From an optimization exercise on the open Yosys and OpenROAD flow, aimed at small area, a short achievable clock period and few clock cycles per item; shortcuts taken in it are not production practice. At most, simulation tests tie the RTL to the original design; equivalence was not proved.

## job 101
==> module sha_1_core, before the edit <==
module sha_1_core(
    clk,
    rstn,
    din,
    din_vld,
    use_pre_cv,
    sha_1_end,
    busy,
    dout,
    dout_vld
);
input wire clk;
input wire rstn;
input wire [31:0] din;
input wire din_vld;
input wire use_pre_cv;
input wire sha_1_end;
output reg busy;
output wire [159:0] dout;
output reg dout_vld;
localparam [31:0] H0_INIT = 32'h67452301,
                  H1_INIT = 32'hEFCDAB89,
                  H2_INIT = 32'h98BADCFE,
                  H3_INIT = 32'h10325476,
                  H4_INIT = 32'hC3D2E1F0;
reg [6:0] cnt;       
reg hvld;            
reg ivm;             
reg st1;             
reg [1:0] ph;        
reg fch, fmaj;       
reg rot;             
reg ffa;             
reg last;            
wire start = din_vld & ~busy;
always @(posedge clk or negedge rstn) begin
    if (!rstn) begin
        cnt      <= 7'd0;
        busy     <= 1'b0;
        dout_vld <= 1'b0;
        hvld     <= 1'b0;
        st1      <= 1'b0;
        ph       <= 2'd0;
        fch      <= 1'b1;
        fmaj     <= 1'b0;
        rot      <= 1'b0;
        ffa      <= 1'b0;
        last     <= 1'b0;
    end
    else begin
        dout_vld <= last;
        st1      <= start;
        rot      <= (cnt == 7'd77) | (rot & ~last);
        ffa      <= (cnt == 7'd80) | (ffa & ~last);
        last     <= (cnt == 7'd81);
        if (start) begin
            ph   <= 2'd0;
            fch  <= 1'b1;
            fmaj <= 1'b0;
        end
        else if (cnt == 7'd20 || cnt == 7'd40 || cnt == 7'd60) begin
            ph   <= ph + 2'd1;
            fch  <= 1'b0;
            fmaj <= (ph == 2'd1);
        end
        if (start) begin
            cnt  <= 7'd1;
            busy <= 1'b1;
        end
        else if (last) begin
            cnt  <= 7'd0;
            busy <= 1'b0;
            hvld <= 1'b1;
        end
        else if (busy) begin
            cnt  <= cnt + 7'd1;
        end
    end
end
reg [31:0] w [0:15];
wire [31:0] w_xor = w[13] ^ w[8] ^ w[2] ^ w[0];
always @(posedge clk) begin
    w[15] <= din_vld ? din : {w_xor[30:0], w_xor[31]};
end
genvar i;
generate
    for (i = 0; i < 15; i = i + 1) begin: gen_w
        always @(posedge clk) w[i] <= w[i+1];
    end
endgenerate
reg [31:0] h0, h1, h2, h3, h4;
wire use_h = use_pre_cv & hvld;
wire [31:0] s1_ = use_h ? h1 : H1_INIT;
wire [31:0] s2_ = use_h ? h2 : H2_INIT;
wire [31:0] s3_ = use_h ? h3 : H3_INIT;
wire [31:0] s4_ = use_h ? h4 : H4_INIT;
wire [31:0] s0_ = ivm ? H0_INIT : h0;
always @(posedge clk) begin
    if (start)
        ivm <= ~use_h;
end
reg [31:0] a, b, c, d;
reg [31:0] pu, pv;
wire [31:0] cb = {b[1:0], b[31:2]};            
wire [31:0] f_ch  = (a & cb) | (~a & c);
wire [31:0] f_par = a ^ cb ^ c;
wire [31:0] f_maj = (a & cb) | (a & c) | (cb & c);
wire [31:0] f = fch ? f_ch : (fmaj ? f_maj : f_par);
reg  [31:0] k;
always @(*) begin
    case (ph)
        2'd0:    k = 32'h5A827999;
        2'd1:    k = 32'h6ED9EBA1;
        2'd2:    k = 32'h8F1BBCDC;
        default: k = 32'hCA62C1D6;
    endcase
end
wire [31:0] s1 = d ^ w[15] ^ k;
wire [31:0] c1 = (d & w[15]) | (d & k) | (w[15] & k);
wire [31:0] c1s = {c1[30:0], 1'b0};
wire [31:0] s2 = f ^ s1 ^ c1s;
wire [31:0] c2 = (f & s1) | (f & c1s) | (s1 & c1s);
wire [31:0] c2s = {c2[30:0], 1'b0};
always @(posedge clk) begin
    pu <= s2 ^ c2s;
    pv <= s2 & c2s;
end
wire [31:0] ra = {a[26:0], a[31:27]};
wire [31:0] s3 = ra ^ pu;
wire [31:0] c3 = pv | (ra & pu);
wire [31:0] a_next = s3 + {c3[30:0], 1'b0};
always @(posedge clk) begin
    if (start) begin
        a <= s1_;
        b <= {s2_[29:0], s2_[31:30]};
        c <= s3_;
        d <= s4_;
    end
    else begin
        if (st1)
            a <= s0_;
        else
            a <= a_next;
        b <= a;
        c <= cb;
        d <= c;
    end
end
wire [31:0] ff_x = ffa ? a : {a[1:0], a[31:2]};
reg se;
always @(posedge clk) se <= sha_1_end;
reg [31:0] ivk;
always @(*) begin
    case ({cnt[4], cnt[1], cnt[0]})
        3'b010:  ivk = H4_INIT;      
        3'b011:  ivk = H3_INIT;      
        3'b100:  ivk = H2_INIT;      
        3'b101:  ivk = H1_INIT;      
        default: ivk = H0_INIT;      
    endcase
end
wire [31:0] ff_h = ivm ? ivk : h4;
wire [31:0] ff_sum = (se ? ff_h : 32'd0) + ff_x;
always @(posedge clk) begin
    if (rot) begin
        h0 <= ff_sum;
        h1 <= h0;
        h2 <= h1;
        h3 <= h2;
        h4 <= h3;
    end
end
assign dout = {h0, h1, h2, h3, h4};
endmodule
==> flow/config.mk <==
export PLATFORM = sky130hd
export DESIGN_NAME = sha_1_core
export DESIGN_NICKNAME = sha_1_core
export VERILOG_FILES = /design/flow/design.v
export SDC_FILE = /design/flow/constraint.sdc
export NUM_CORES = 4
export LEC_CHECK = 0
export CAP_MARGIN = 20
export CORE_MARGIN = 2
export CORE_UTILIZATION = 40
export CTS_BUF_LIST = sky130_fd_sc_hd__clkbuf_8
export CTS_CLUSTER_DIAMETER = 50
export CTS_CLUSTER_SIZE = 20
export PLACE_DENSITY = 0.6
export SETUP_SLACK_MARGIN = 3.8
export SLEW_MARGIN = 20
==> flow/constraint.sdc <==
create_clock -name core_clock -period 7.0 [get_ports {clk}]
set_input_delay 1.4000 -clock core_clock [delete_from_list [all_inputs] [get_ports {clk}]]
set_output_delay 1.4000 -clock core_clock [all_outputs]
set_load 0.01 [all_outputs]
standard.sh (not shown) runs the stock make flow with config.mk's settings and CLKGATE_MAP_FILE= SYNTH_SCRIPT=/design/flow/synth_recipe.tcl, a recipe that flattens the netlist after the stock synthesis.
==> flow/flow/run.sh <==
#!/bin/bash
# The standard layout (the standard.sh, synthesis unchanged), with the
# port buffers made from the smallest plain buffer instead of a delay cell.
set -euo pipefail
bash standard.sh "BUFFER_PORTS_ARGS=-buffer_cell sky130_fd_sc_hd__buf_1" finish > standard.log 2>&1
Input-level comparison between job 102 and job 101:
-- flow/design.v --
<<< job 101, line 30
reg [1:0] ph;        
reg fch, fmaj;       
reg rot;             
reg ffa;             
reg last;            
wire start = din_vld & ~busy;
always @(posedge clk or negedge rstn) begin
>>> job 102, line 30
reg [1:0] ph;        
reg fch, fmaj;       
reg [4:0] fk;        
wire rot  = |fk;     
wire ffa  = fk[3] | fk[4];   
wire last = fk[4];   
wire start = din_vld & ~busy;
always @(posedge clk or negedge rstn) begin
<<< job 101, line 44
        fch      <= 1'b1;
        fmaj     <= 1'b0;
        rot      <= 1'b0;
        ffa      <= 1'b0;
        last     <= 1'b0;
    end
    else begin
        dout_vld <= last;
        st1      <= start;
        rot      <= (cnt == 7'd77) | (rot & ~last);
        ffa      <= (cnt == 7'd80) | (ffa & ~last);
        last     <= (cnt == 7'd81);
        if (start) begin
            ph   <= 2'd0;
>>> job 102, line 45
        fch      <= 1'b1;
        fmaj     <= 1'b0;
        fk       <= 5'd0;
    end
    else begin
        dout_vld <= last;
        st1      <= start;
        fk       <= {fk[3:0], (cnt == 7'd77)};
        if (start) begin
            ph   <= 2'd0;
<<< job 101, line 148
end
wire [31:0] ff_x = ffa ? a : {a[1:0], a[31:2]};
reg se;
always @(posedge clk) se <= sha_1_end;
reg [31:0] ivk;
always @(*) begin
    case ({cnt[4], cnt[1], cnt[0]})
        3'b010:  ivk = H4_INIT;      
        3'b011:  ivk = H3_INIT;      
        3'b100:  ivk = H2_INIT;      
        3'b101:  ivk = H1_INIT;      
        default: ivk = H0_INIT;      
    endcase
end
wire [31:0] ff_h = ivm ? ivk : h4;
wire [31:0] ff_sum = (se ? ff_h : 32'd0) + ff_x;
always @(posedge clk) begin
    if (rot) begin
>>> job 102, line 145
end
wire [31:0] ff_x = ffa ? a : {a[1:0], a[31:2]};
reg [4:0] fv;
reg mh;
always @(posedge clk) begin
    fv <= {fv[3:0], (cnt == 7'd77) & sha_1_end & ivm};
    mh <= sha_1_end & ~ivm;
end
wire [31:0] ivk = ({32{fv[0]}} & H4_INIT) | ({32{fv[1]}} & H3_INIT) |
                  ({32{fv[2]}} & H2_INIT) | ({32{fv[3]}} & H1_INIT) |
                  ({32{fv[4]}} & H0_INIT);
wire [31:0] ff_h = ({32{mh}} & h4) | ivk;
wire [31:0] ff_sum = ff_h + ff_x;
always @(posedge clk) begin
    if (rot) begin
- Summary of job 102 over job 101: flop and latch count out of synthesis went up; final period demand of the worst path went down; die outline height did not really move; post-synthesis instance area went up; synthesized cell count went down.
- Looking at library cell contributing the largest single delay on the critical path, the dfrtp_1 result is from job 102; the dfrtp_2 one comes from job 101.
- Job 102 ended up with a lower share of the cycle needed by the critical path after routing than job 101 did.
- Looking at global-route usage across job 101 and job 102, the one that comes out higher is job 101.
- When job 102 is set beside job 101, its sequential cell count turns out to be about 0.8% larger.
- Core util | job 102 vs job 101 | job 102 lower
- Job 101 -> job 102: standard cell core area flat
No functional check of the RTL was part of any run of this note.

The RTL this note starts from:
==> flow/design.v <==
module sha_1_core(
    clk,
    rstn,
    din,
    din_vld,
    use_pre_cv,
    sha_1_end,
    busy,
    dout,
    dout_vld
);
input wire clk;
input wire rstn;
input wire [31:0] din;
input wire din_vld;
input wire use_pre_cv;
input wire sha_1_end;
output reg busy;
output wire [159:0] dout;
output reg dout_vld;
localparam [31:0] H0_INIT = 32'h67452301,
                  H1_INIT = 32'hEFCDAB89,
                  H2_INIT = 32'h98BADCFE,
                  H3_INIT = 32'h10325476,
                  H4_INIT = 32'hC3D2E1F0;
reg [6:0] cnt;       
reg hvld;            
reg ivm;             
reg st1;             
reg [3:0] ph;        
wire fch  = ph[0];   
wire fmaj = ph[2];   
reg q77;             
reg [4:0] fk;        
wire rot  = |fk;     
reg sr, sa;          
wire last = fk[4];   
reg idle;            
wire start = din_vld & idle;
always @(posedge clk or negedge rstn) begin
    if (!rstn) begin
        cnt      <= 7'd0;
        busy     <= 1'b0;
        idle     <= 1'b1;
        dout_vld <= 1'b0;
        hvld     <= 1'b0;
        st1      <= 1'b0;
        ph       <= 4'b0001;
        q77      <= 1'b0;
        fk       <= 5'd0;
        sr       <= 1'b0;
        sa       <= 1'b0;
    end
    else begin
        dout_vld <= last;
        st1      <= start;
        q77      <= (cnt == 7'd76);
        fk       <= {fk[3:0], q77};
        sr       <= q77 | fk[0] | fk[1];
        sa       <= fk[2] | fk[3];
        if (start) begin
            ph   <= 4'b0001;
        end
        else if (cnt == 7'd20 || cnt == 7'd40 || cnt == 7'd60) begin
            ph   <= {ph[2:0], 1'b0};
        end
        if (start) begin
            cnt  <= 7'd1;
            busy <= 1'b1;
            idle <= 1'b0;
        end
        else if (last) begin
            cnt  <= 7'd0;
            busy <= 1'b0;
            idle <= 1'b1;
            hvld <= 1'b1;
        end
        else if (!idle) begin
            cnt  <= cnt + 7'd1;
        end
    end
end
reg [31:0] w [0:15];
wire [31:0] w_xor = w[13] ^ w[8] ^ w[2] ^ w[0];
always @(posedge clk) begin
    w[15] <= din_vld ? din : {w_xor[30:0], w_xor[31]};
end
genvar i;
generate
    for (i = 0; i < 15; i = i + 1) begin: gen_w
        always @(posedge clk) w[i] <= w[i+1];
    end
endgenerate
reg [31:0] h0, h1, h2, h3, h4;
wire use_h = use_pre_cv & hvld;
wire [31:0] s1_ = use_h ? h1 : H1_INIT;
wire [31:0] s2_ = use_h ? h2 : H2_INIT;
wire [31:0] s3_ = use_h ? h3 : H3_INIT;
wire [31:0] s4_ = use_h ? h4 : H4_INIT;
wire [31:0] s0_ = ivm ? H0_INIT : h0;
always @(posedge clk) begin
    if (start)
        ivm <= ~use_h;
end
reg [31:0] a, b, c, d;
reg [31:0] pu, pv;
wire [31:0] cb = {b[1:0], b[31:2]};            
wire [31:0] f_ch  = (a & cb) | (~a & c);
wire [31:0] f_par = a ^ cb ^ c;
wire [31:0] f_maj = (a & cb) | (a & c) | (cb & c);
wire [31:0] f = fch ? f_ch : (fmaj ? f_maj : f_par);
wire [31:0] k = ({32{ph[0]}} & 32'h5A827999) | ({32{ph[1]}} & 32'h6ED9EBA1) |
                ({32{ph[2]}} & 32'h8F1BBCDC) | ({32{ph[3]}} & 32'hCA62C1D6);
wire [31:0] s1 = d ^ w[15] ^ k;
wire [31:0] c1 = (d & w[15]) | (d & k) | (w[15] & k);
wire [31:0] c1s = {c1[30:0], 1'b0};
wire [31:0] s2 = f ^ s1 ^ c1s;
wire [31:0] c2 = (f & s1) | (f & c1s) | (s1 & c1s);
wire [31:0] c2s = {c2[30:0], 1'b0};
always @(posedge clk) begin
    pu <= s2 ^ c2s;
    pv <= s2 & c2s;
end
wire [31:0] ra = {a[26:0], a[31:27]};
wire [31:0] s3 = ra ^ pu;
wire [31:0] c3 = pv | (ra & pu);
wire [31:0] a_next = s3 + {c3[30:0], 1'b0};
always @(posedge clk) begin
    if (start) begin
        a <= s1_;
        b <= {s2_[29:0], s2_[31:30]};
        c <= s3_;
        d <= s4_;
    end
    else begin
        if (st1)
            a <= s0_;
        else
            a <= a_next;
        b <= a;
        c <= cb;
        d <= c;
    end
end
wire [31:0] ff_x = ({32{sa}} & a) | ({32{sr}} & {a[1:0], a[31:2]});
reg [4:0] gv;        
reg mh;              
reg hr;              
wire rot_nx = q77 | fk[0] | fk[1] | fk[2] | fk[3];
always @(posedge clk) begin
    gv <= {gv[3:0], (cnt == 7'd76) & ivm};
    mh <= rot_nx & sha_1_end;
end
always @(posedge clk or negedge rstn) begin
    if (!rstn)
        hr <= 1'b1;
    else
        hr <= ~rot_nx;
end
wire ld_iv = |gv;
wire [31:0] ivk = ({32{gv[0]}} & H4_INIT) | ({32{gv[1]}} & H3_INIT) |
                  ({32{gv[2]}} & H2_INIT) | ({32{gv[3]}} & H1_INIT) |
                  ({32{gv[4]}} & H0_INIT);
wire [31:0] ff_h = ({32{mh}} & h4) | ({32{hr}} & h0);
wire [31:0] ff_sum = ff_h + ff_x;
always @(posedge clk) begin
    h0 <= ff_sum;
    if (rot) begin
        h1 <= h0;
        h2 <= h1;
        h3 <= h2;
    end
    if (ld_iv)
        h4 <= ivk;
    else if (rot)
        h4 <= h3;
end
assign dout = {h0, h1, h2, h3, h4};
endmodule
clock: 7.0 ns
lec_check: 0
cap_margin: 20
core_margin: 2
core_utilization: 40
cts_buf_list: sky130_fd_sc_hd__clkbuf_8 sky130_fd_sc_hd__clkbuf_16
cts_cluster_diameter: 70
cts_cluster_size: 26
place_density: 0.6
setup_slack_margin: 3.95
slew_margin: 20
Scripts as last shown in full above: flow/flow/run.sh
Testbench counts at the start, summed over its fixed seeds: cycles 15,936, blocks 192.
Then changed:
--- a/flow/design.v
+++ b/flow/design.v
@@ -91,55 +91,58 @@
         always @(posedge clk) w[i] <= w[i+1];
     end
 endgenerate
 reg [31:0] h0, h1, h2, h3, h4;
 wire use_h = use_pre_cv & hvld;
-wire [31:0] s1_ = use_h ? h1 : H1_INIT;
+wire [31:0] s0_ = use_h ? h0 : H0_INIT;
 wire [31:0] s2_ = use_h ? h2 : H2_INIT;
 wire [31:0] s3_ = use_h ? h3 : H3_INIT;
 wire [31:0] s4_ = use_h ? h4 : H4_INIT;
-wire [31:0] s0_ = ivm ? H0_INIT : h0;
+wire [31:0] s1_ = ivm ? H1_INIT : h1;       
 always @(posedge clk) begin
     if (start)
         ivm <= ~use_h;
 end
 reg [31:0] a, b, c, d;
 reg [31:0] pu, pv;
 wire [31:0] cb = {b[1:0], b[31:2]};            
-wire [31:0] f_ch  = (a & cb) | (~a & c);
-wire [31:0] f_par = a ^ cb ^ c;
-wire [31:0] f_maj = (a & cb) | (a & c) | (cb & c);
+wire [31:0] fa = st1 ? s1_ : a;
+wire [31:0] f_ch  = (fa & cb) | (~fa & c);
+wire [31:0] f_par = fa ^ cb ^ c;
+wire [31:0] f_maj = (fa & cb) | (fa & c) | (cb & c);
 wire [31:0] f = fch ? f_ch : (fmaj ? f_maj : f_par);
 wire [31:0] k = ({32{ph[0]}} & 32'h5A827999) | ({32{ph[1]}} & 32'h6ED9EBA1) |
                 ({32{ph[2]}} & 32'h8F1BBCDC) | ({32{ph[3]}} & 32'hCA62C1D6);
 wire [31:0] s1 = d ^ w[15] ^ k;
 wire [31:0] c1 = (d & w[15]) | (d & k) | (w[15] & k);
 wire [31:0] c1s = {c1[30:0], 1'b0};
 wire [31:0] s2 = f ^ s1 ^ c1s;
 wire [31:0] c2 = (f & s1) | (f & c1s) | (s1 & c1s);
 wire [31:0] c2s = {c2[30:0], 1'b0};
 always @(posedge clk) begin
-    pu <= s2 ^ c2s;
-    pv <= s2 & c2s;
+    if (start) begin
+        pu <= s0_;
+        pv <= 32'd0;
+    end
+    else begin
+        pu <= s2 ^ c2s;
+        pv <= s2 & c2s;
+    end
 end
-wire [31:0] ra = {a[26:0], a[31:27]};
+wire [31:0] ra = {a[26:0], a[31:27]} & {32{~st1}};
 wire [31:0] s3 = ra ^ pu;
 wire [31:0] c3 = pv | (ra & pu);
 wire [31:0] a_next = s3 + {c3[30:0], 1'b0};
 always @(posedge clk) begin
+    a <= a_next;
     if (start) begin
-        a <= s1_;
         b <= {s2_[29:0], s2_[31:30]};
         c <= s3_;
         d <= s4_;
     end
     else begin
-        if (st1)
-            a <= s0_;
-        else
-            a <= a_next;
-        b <= a;
+        b <= st1 ? s1_ : a;
         c <= cb;
         d <= c;
     end
 end
 wire [31:0] ff_x = ({32{sa}} & a) | ({32{sr}} & {a[1:0], a[31:2]});
What happened: Non-clock buffer count rose by 91. Synthesized area went up by 2.0%. Cell count rises by 8.1%. Utilization came out higher by 2.3 points. Hold slack is about the same. Die area climbs by 1.9%. Critical path depth is higher by 2. Wire length is higher by 14%. Final area came out higher by 7.1%.
For the second run of this note, only the layout was checked, not whether the RTL still works.

## re-timing with driven ports
No port has a modelled driver above. Below, the same layouts with a new extraction and two added sets of constraints.
Step 1 sets driving cells, clkbuf_16 on the clock port and buf_2 on the other inputs (assumed; they add their load-dependent delay and slew).
Step 2 adds t to the input delays and takes it off the output delays; t is the mean of the earliest and latest rising clock arrival at the registers after step 1. Input paths then give back, and output paths get back, about the clock's delay inside the block.
Three values: ideal, step 1, step 2; two values: the first two.
run	t, ns	slack for setup (ns)	hold slack, ns	latest minus earliest clock arrival (ns)	worst register clock-pin slew, ns
job 101	0.756	3.249 / 3.249 / 3.067	0.305 / 0.305 / 0.305	0.053 / 0.053	0.12 / 0.12
job 102	0.738	3.500 / 3.500 / 3.278	0.311 / 0.311 / 0.311	0.070 / 0.070	0.12 / 0.12
the first run of note 2	0.676	3.864 / 3.864 / 3.354	0.316 / 0.316 / 0.316	0.046 / 0.047	0.10 / 0.10
the second run of note 2	0.675	3.424 / 3.424 / 3.390	0.314 / 0.314 / 0.314	0.045 / 0.045	0.11 / 0.11
After both steps every run listed still meets setup and hold. The setup slack of the first run of note 2, which loses most, moves by 0.000 ns with the drivers and by -0.510 ns with both steps.
